What follows belongs to an exercise in optimizing a design on an open flow for small area and a short achievable clock period; a production flow would make more cautious choices.
No run shown here included a check of the RTL's function; only the layout flow was run.

==> flow/design.v (outline; a module is shown in full before it is edited, if it fits) <==
// module top_module: 1657 lines
// module pid_fa: 4 lines
// module pid_ha: 4 lines
// module pid_hao: 4 lines
module top_module(
    input [11:0] angleIn,
    input [11:0] setPoint,
    input [7:0] kp,
    input [7:0] ki,
    input [7:0] kd,
    input clk,
    input rst,
    output signed [8:0] dutyCycleOut
    );
  // ...
==> flow/flow/run.sh <==
#!/bin/bash
# The standard layout (standard.sh, unchanged synthesis), with:
#  - timing repair aimed past the clock period: SETUP_SLACK_MARGIN from
#    flow/margin.txt, repair limited to sizing moves (the SDC is unchanged);
#  - plain buffers (buf_1, resized as needed) on the ports instead of delay cells;
#  - sizing not restricted to the same cell footprint.
set -euo pipefail
MARGIN=$(cat flow/margin.txt)
bash standard.sh SETUP_SLACK_MARGIN=$MARGIN \
  BUFFER_PORTS_ARGS="-buffer_cell sky130_fd_sc_hd__buf_1" MATCH_CELL_FOOTPRINT=0 \
  SETUP_MOVE_SEQUENCE=unbuffer,sizeup,swap finish > standard_make.log 2>&1
==> flow/flow/margin.txt <==
11.4
==> flow/standard.sh <==
#!/bin/bash
# synth_recipe.tcl (not shown) runs the flow's synth.tcl, then flattens the netlist and writes it again
# the make line also repeats each setting of config.mk as NAME=value (left out here)
make -C /OpenROAD-flow-scripts/flow DESIGN_CONFIG=/design/flow/config.mk WORK_HOME=/design/flow/orfs CLKGATE_MAP_FILE= SYNTH_SCRIPT=/design/flow/synth_recipe.tcl "${@:-finish}"
==> flow/config.mk <==
export PLATFORM = sky130hd
export DESIGN_NAME = top_module
export DESIGN_NICKNAME = top_module
export VERILOG_FILES = /design/flow/design.v
export SDC_FILE = /design/flow/constraint.sdc
export NUM_CORES = 4
export LEC_CHECK = 0
export CAP_MARGIN = 20
export CORE_MARGIN = 2
export CORE_UTILIZATION = 60
export CTS_BUF_LIST = sky130_fd_sc_hd__clkbuf_8
export SLEW_MARGIN = 20
export SYNTH_HIERARCHICAL = 1
==> flow/constraint.sdc <==
create_clock -name core_clock -period 16.0 [get_ports {clk}]
set_input_delay 3.2000 -clock core_clock [delete_from_list [all_inputs] [get_ports {clk}]]
set_output_delay 3.2000 -clock core_clock [all_outputs]
set_load 0.01 [all_outputs]
==> out/metrics.json, run 1 <==
{
  "outcome": {
    "run_status": "complete, no violations"
  },
  "clock_tree": {
    "cts_max_path_buffers": 2,
    "htree_num_levels": 3
  },
  "cells_and_area": {
    "layout.clock.cell_area_share_pct": 1.45,
    "commonest_cells_after_routing_fill_and_taps_aside": "sky130_fd_sc_hd__nand2_1, sky130_fd_sc_hd__fa_1, sky130_fd_sc_hd__inv_1",
    "finish.instance_area_sq_um": 13100,
    "largest_register_ffs": 21,
    "finish.cell_count_without_fillers": 1463
  },
  "worst_setup_path": {
    "cp_data_arrival_time_ns": 5.25,
    "critical-path-top-delay-family": "adder cells",
    "cp_max_fo": 18,
    "endpoint_kind": "flip-flop"
  },
  "synth": {
    "synth_fp_nets": 1616,
    "dominantRegCellSynth": "sky130_fd_sc_hd__dfxtp_1",
    "synth_edf_count": 0,
    "synth_top_family_by_area": "adder cells",
    "synth_async_sr_flop_share_pct": 0,
    "yosys.cell_types.count": 50,
    "synthMuxAreaShare_pct": 0,
    "synthesized_area_fraction_occupied_by_and_or_nand_nor_cells_pct": 15.8,
    "complex_gate_fraction_of_the_synthesized_area_pct": 4.72
  },
  "placement": {
    "dp_worst_setup_slack_ns": 10.51
  },
  "sta": {
    "worst_hold_slack_ns": 0.533,
    "finalWorstSetupSlack_ns": 11.08,
    "finalSetupTns_ns": 0
  },
  "detailed_routing": {
    "drt_iter0_markers": 432,
    "route.top_layer_used": "met4",
    "drt-total-wl_mm": 29.1,
    "viasPerCell": 5.69
  },
  "hold_path": {
    "whs_path_depth": 1
  },
  "floorplanning": {
    "ioPinCount": 59,
    "num_tap_cells": 270
  },
  "global_route": {
    "first_global_vias": 9215
  }
}
==> run 2, diff against run 1 <==
--- a/flow/design.v
+++ b/flow/design.v
@@ -13,16 +13,18 @@
     reg [12:0] pen_r;            
     reg [8:0] kpd_r;             
     reg [7:0] kd_r, ki_r;
     reg rst_r;                   
     reg [20:0] in_r;             
     reg [8:0] ylo_r;             
     reg inr_r;                   
     reg pos_r;                   
+    reg outr_r;                  
+    reg neg_r;                   
     wire signed [20:0] integ = ~in_r;
     wire w1;
     wire w2;
     wire w3;
     wire w4;
     wire w5;
     wire w6;
     wire w7;
@@ -1643,23 +1645,27 @@
         ki_r <= ki;
         if (rst_r) in_r <= ~21'd0;
         else if (integ > 255) in_r <= ~21'd255;
         else if (integ < -255) in_r <= ~(-21'sd255);
         else in_r <= isum_n;
         if (rst | rst_r) begin
             ylo_r <= 9'd0;
             inr_r <= 1'b1;
+            outr_r <= 1'b0;
         end else begin
             ylo_r <= y_lo;
             inr_r <= in_range;
+            outr_r <= ~in_range;
         end
         pos_r <= s_pos;
+        neg_r <= ~s_pos;
     end
-    assign dutyCycleOut = inr_r ? ylo_r : pos_r ? 9'sd255 : -9'sd255;
+    assign dutyCycleOut[3:0] = inr_r ? ylo_r[3:0] : {{3{pos_r}}, 1'b1};
+    assign dutyCycleOut[8:4] = outr_r ? {neg_r, {4{~neg_r}}} : ylo_r[8:4];
 endmodule
 module pid_fa(input a, input b, input ci, output s, output co);
     assign s = a ^ b ^ ci;
     assign co = (a & b) | (ci & (a ^ b));
 endmodule
 module pid_ha(input a, input b, output s, output co);
     assign s = a ^ b;
     assign co = a & b;
==> out/metrics.json, run 2 <==
{
  "global_route": {
    "globalRouteOverflowTotal": {"value": 0, "change": "unchanged"},
    "grt.total_usage": {"value": 28.9, "unit": "%", "change": "was 29.4%"},
    "grt_first_pass_wirelength": {"value": 47.5, "unit": "mm", "change": "was 47.8 mm"},
    "first_global_vias": {"value": 9146, "change": "was 9215"},
    "antenna_violations_before_repair": {"value": 0, "change": "unchanged"},
    "grt_start_max_net_pins": {"value": 21, "change": "unchanged"}
  },
  "cells_and_area": {
    "commonest_cells_after_routing_fill_and_taps_aside": {"value": "sky130_fd_sc_hd__nand2_1, sky130_fd_sc_hd__fa_1, sky130_fd_sc_hd__inv_1", "change": "unchanged"},
    "area.growth.synth_to_final": {"value": 8.32, "unit": "%", "change": "was 7.93%"},
    "registers.top_by_ff_count": {"value": "in_r", "change": "unchanged"},
    "design.final.nets": {"value": 1628, "change": "was 1623"},
    "top_regs": {"value": "in_r (21), e_r (13), pen_r (13)", "change": "unchanged"},
    "filler_cell_count": {"value": 1622, "change": "was 1642"},
    "insertedDiodeCount": {"value": 0, "change": "unchanged"},
    "largest_register_ffs": {"value": 21, "change": "unchanged"},
    "layout_commonest_cell": {"value": "sky130_fd_sc_hd__nand2_1", "change": "unchanged"},
    "final_layout_size_suffix_gt1_share": {"value": 12.9, "unit": "%", "change": "was 12.2%"}
  },
  "synth": {
    "synth_edf_count": {"value": 0, "change": "unchanged"},
    "synthMostInstantiatedCell": {"value": "sky130_fd_sc_hd__fa_1", "change": "was sky130_fd_sc_hd__nand2_1"},
    "yosys.cell_types.count": {"value": 52, "change": "was 50"},
    "seq_area_frac_synth": {"value": 14.1, "unit": "%", "change": "was 13.8%"},
    "dominantRegCellSynth": {"value": "sky130_fd_sc_hd__dfxtp_1", "change": "unchanged"},
    "synth_async_sr_flop_share": {"value": 0, "unit": "%", "change": "unchanged"},
    "synthDominantAreaCellType": {"value": "sky130_fd_sc_hd__fa_1", "change": "unchanged"},
    "synth.ff_latch_count": {"value": 86, "change": "was 84"},
    "synth.avg_cell_area": {"value": 10.3, "unit": "sq um", "change": "about the same"},
    "ys_top_cells_by_area": {"value": "sky130_fd_sc_hd__fa_1, sky130_fd_sc_hd__dfxtp_1, sky130_fd_sc_hd__nand2_1", "change": "unchanged"},
    "synthCells": {"value": 1184, "change": "was 1181"},
    "synth-warning-count": {"value": 7, "change": "unchanged"},
    "yosysTopAreaCellShare": {"value": 50.4, "unit": "%", "change": "was 50.6%"},
    "synth_top_cells_by_count": {"value": "sky130_fd_sc_hd__fa_1, sky130_fd_sc_hd__nand2_1, sky130_fd_sc_hd__inv_1", "change": "was sky130_fd_sc_hd__nand2_1, sky130_fd_sc_hd__fa_1, sky130_fd_sc_hd__inv_1"},
    "synth_fp_nets": {"value": 1619, "change": "was 1616"},
    "synth_area": {"value": 12200, "unit": "sq um", "change": "about the same"}
  },
  "detailed_routing": {
    "post-route-drc-count": {"value": 0, "change": "unchanged"},
    "detailroute.wirelength.met2": {"value": 14.7, "unit": "mm", "change": "was 15.2 mm"},
    "met3RoutedLength": {"value": 1.32, "unit": "mm", "change": "was 1.27 mm"},
    "route.top_layer_used": {"value": "met4", "change": "unchanged"},
    "viasPerCell": {"value": 5.72, "change": "was 5.69"},
    "detailedRoute.firstPassIterationCount": {"value": 5, "change": "unchanged"},
    "antenna_left": {"value": 0, "change": "unchanged"},
    "drt-total-wl": {"value": 28.6, "unit": "mm", "change": "was 29.1 mm"},
    "routed_met1_length": {"value": 11.8, "unit": "mm", "change": "was 11.7 mm"},
    "drt_iter0_markers": {"value": 451, "change": "was 432"},
    "via_count_of_the_routed_design": {"value": 8398, "change": "was 8329"},
    "wl_per_cell": {"value": 19.5, "unit": "um", "change": "was 19.9 um"}
  },
  "sta": {
    "slew_headroom": {"value": 43.6, "unit": "%", "change": "was 29.5%"},
    "finalHoldViolCount": {"value": 0, "change": "unchanged"},
    "period_utilization_post_route": {"value": 29.3, "unit": "%", "change": "was 30.8%"},
    "finalSetupTns": {"value": 0, "unit": "ns", "change": "unchanged"},
    "slew_viol_final": {"value": 0, "change": "unchanged"},
    "finalWorstSetupSlack": {"value": 11.31, "unit": "ns", "change": "was 11.08 ns"},
    "worst_pin_slew": {"value": 0.845, "unit": "ns", "change": "was 1.05 ns"},
    "rsz0062_at_grt": {"value": "true", "change": "unchanged"},
    "worst_clock_skew": {"value": 0.0153, "unit": "ns", "change": "was 0.0261 ns"},
    "setup_viol": {"value": 0, "change": "unchanged"},
    "timing.fmax": {"value": 213, "unit": "MHz", "change": "was 203 MHz"},
    "period_needed": {"value": 4.69, "unit": "ns", "change": "was 4.92 ns"}
  },
  "floorplanning": {
    "die_x": {"value": 147, "unit": "um", "change": "was 146 um"},
    "placeableCoreArea": {"value": 20100, "unit": "sq um", "change": "unchanged"},
    "ioPinCount": {"value": 59, "change": "unchanged"},
    "floorplan.initialDensity": {"value": 60.9, "unit": "%", "change": "was 60.6%"},
    "die-area": {"value": 21600, "unit": "sq um", "change": "was 21400 sq um"},
    "num_rows": {"value": 52, "change": "unchanged"},
    "die_height": {"value": 147, "unit": "um", "change": "was 146 um"}
  },
  "worst_setup_path": {
    "worstSetupPathType": {"value": "reg2reg", "change": "unchanged"},
    "endpoint_kind": {"value": "flip-flop", "change": "unchanged"},
    "cp.required": {"value": 16.28, "unit": "ns", "change": "was 16.33 ns"},
    "cp_max_fo": {"value": 8, "change": "was 18"},
    "cp_data_arrival_time": {"value": 4.97, "unit": "ns", "change": "was 5.25 ns"},
    "worst_setup_path_start_kind": {"value": "flip-flop", "change": "unchanged"}
  },
  "placement": {
    "gp_congestion": {"value": 0.856, "change": "was 0.897"},
    "hpwl": {"value": 22.7, "unit": "mm", "change": "was 23.0 mm"},
    "port_buffers": {"value": 58, "change": "unchanged"},
    "dp_worst_setup_slack": {"value": 10.69, "unit": "ns", "change": "was 10.51 ns"}
  },
  "clock_tree": {
    "cts_max_path_buffers": {"value": 2, "change": "unchanged"},
    "clkSinkCount": {"value": 86, "change": "was 84"},
    "insertion_delay": {"value": 0.39, "unit": "ns", "change": "was 0.40 ns"},
    "cts.repair_timing.setup_buffer_count": {"value": 0, "change": "unchanged"},
    "cts_buffers": {"value": 9, "change": "unchanged"},
    "holdBufCountCts": {"value": 0, "change": "unchanged"},
    "htree_num_levels": {"value": 3, "change": "unchanged"},
    "cts_root_buffer": {"value": "sky130_fd_sc_hd__clkbuf_8", "change": "unchanged"},
    "cts_tree": {"value": "built", "change": "unchanged"},
    "clkTransAtPathRegs": {"value": 0.10, "unit": "ns", "change": "was 0.12 ns"}
  },
  "hold_path": {
    "holdCritPathClass": {"value": "reg2reg", "change": "unchanged"}
  },
  "flow_run": {
    "maxCapViolations": {"value": 0, "change": "unchanged"}
  },
  "outcome": {
    "run_status": {"value": "complete, no violations", "change": "unchanged"}
  }
}
-- run 2: cell types whose count changed after synthesis, sizes merged, moves of 2 or more --
cell / change
nand2: -9
inv: +5
o21ai: +4
dfxtp: +2
-- run 2: final timing paths --
kind                    end  depth (start not counted)  slack, ns     start
setup / recovery     outr_r                         14      11.31  pen_r[5]
hold / removal    pen_r[12]                          1       0.52   e_r[12]
setup reg to reg     outr_r                         14      11.31  pen_r[5]
hold reg to reg   pen_r[12]                          1       0.52   e_r[12]
-- run 2: what timing repair did --
item,CTS,global route
setup endpoints to repair,14,11
pin swaps,14,10
endpoints found under the hold margin,0,0
gates resized for setup,126,32
-- run 2: logic make-up (layout without fill, tap and decap cells) --
kind of cell             Yosys count  in the layout  synth area share [%]
multiplexers                       1              1                0.0920
XOR/XNOR                          31             31                  2.22
flip-flops                        86             86                  14.1
buffers and inverters            162            176                  4.97
AO/OA/AOI/OAI                     89             89                  4.92
AND/OR/NAND/NOR                  430            430                  15.5
adder cells (fa/ha/maj)          385            385                  58.2
-- run 2: layout make-up --
class | instances | area [sq um] | share of cell area (%)
Inverter | 96 | 368 | 2.77
Multi-Input combinational cell | 936 | 10200 | 76.8
Timing Repair Buffer | 64 | 335 | 2.53
Clock inverter | 5 | 41.3 | 0.311
Sequential cell | 86 | 1840 | 13.9
Tap cell | 270 | 338 | 2.55
Clock buffer | 11 | 151 | 1.14
-- run 2: worst max-delay path, stage by stage (launching register included) --
cell                       delay [ns]
sky130_fd_sc_hd__dfxtp_1         0.53
sky130_fd_sc_hd__nand2_1         0.14
sky130_fd_sc_hd__fa_1            0.46
sky130_fd_sc_hd__fa_2            0.55
sky130_fd_sc_hd__fa_1            0.44
sky130_fd_sc_hd__fa_2            0.55
sky130_fd_sc_hd__fa_1            0.46
sky130_fd_sc_hd__ha_4            0.26
sky130_fd_sc_hd__o211ai_1        0.15
sky130_fd_sc_hd__nand2_1         0.11
sky130_fd_sc_hd__fa_1            0.42
sky130_fd_sc_hd__xor2_2          0.19
sky130_fd_sc_hd__nand4_1         0.13
sky130_fd_sc_hd__o21ai_1         0.16
sky130_fd_sc_hd__inv_1           0.05
-- run 2: through the flow --
step | utilization (%) | cell area (sq um) | hold WS, ns | cells
CTS | 65.4 | 13100 | 0.519 | 1468
floorplan | - | 12400 | 0.423 | 1184
finish | 66.0 | 13300 | 0.517 | 1468
detailed placement | 62.9 | 12600 | 0.599 | 1452
global route | 66.0 | 13300 | 0.542 | 1468
global placement | 62.9 | 12600 | 0.601 | 1452
-- run 2: modules after synthesis, one instance, submodules excluded --
module / area, sq um / flip-flops and latches / cells / copies in the design
top_module: 6550 / 86 / 899 / 1
pid_ha: 12.5 / 0 / 1 / 2
pid_fa: 20.0 / 0 / 1 / 283
-- run 2: metal layers --
metal / GRT usage (%) / vias up
met1: 37.8 / 4400
met5: 0 / -
met3: 3.85 / 53
li1: - / 3686
met4: 10.4 / 0
met2: 50.1 / 259

==> afterwards: timing with drivers on the ports <==
Ports are ideal in the flow. The routed layouts listed here were re-timed in OpenROAD. Step 1 sets driving cells, clkbuf_16 on the clock port and buf_2 on the other inputs (assumed; they add their load-dependent delay and slew). Step 2, shift: input delay + t, output delay - t, t = (earliest + latest rising clock arrival at the registers) / 2. This alone moves slack from input paths to output paths. Three values: no drivers, after step 1, after step 2; two values: the first two.
| run | t, ns | slack for setup (ns) | hold WS [ns] | clock arrival spread, ns |
|---|---|---|---|---|
| run 1 | 0.430 | 11.078 / 11.078 / 10.898 | 0.533 / 0.533 / 0.533 | 0.026 / 0.026 |
| run 2 | 0.426 | 11.312 / 11.312 / 10.903 | 0.517 / 0.517 / 0.517 | 0.017 / 0.017 |
After both steps every run listed still meets setup and hold. The setup slack of run 2, which loses most, moves by 0.000 ns with the drivers and by -0.409 ns with both steps.
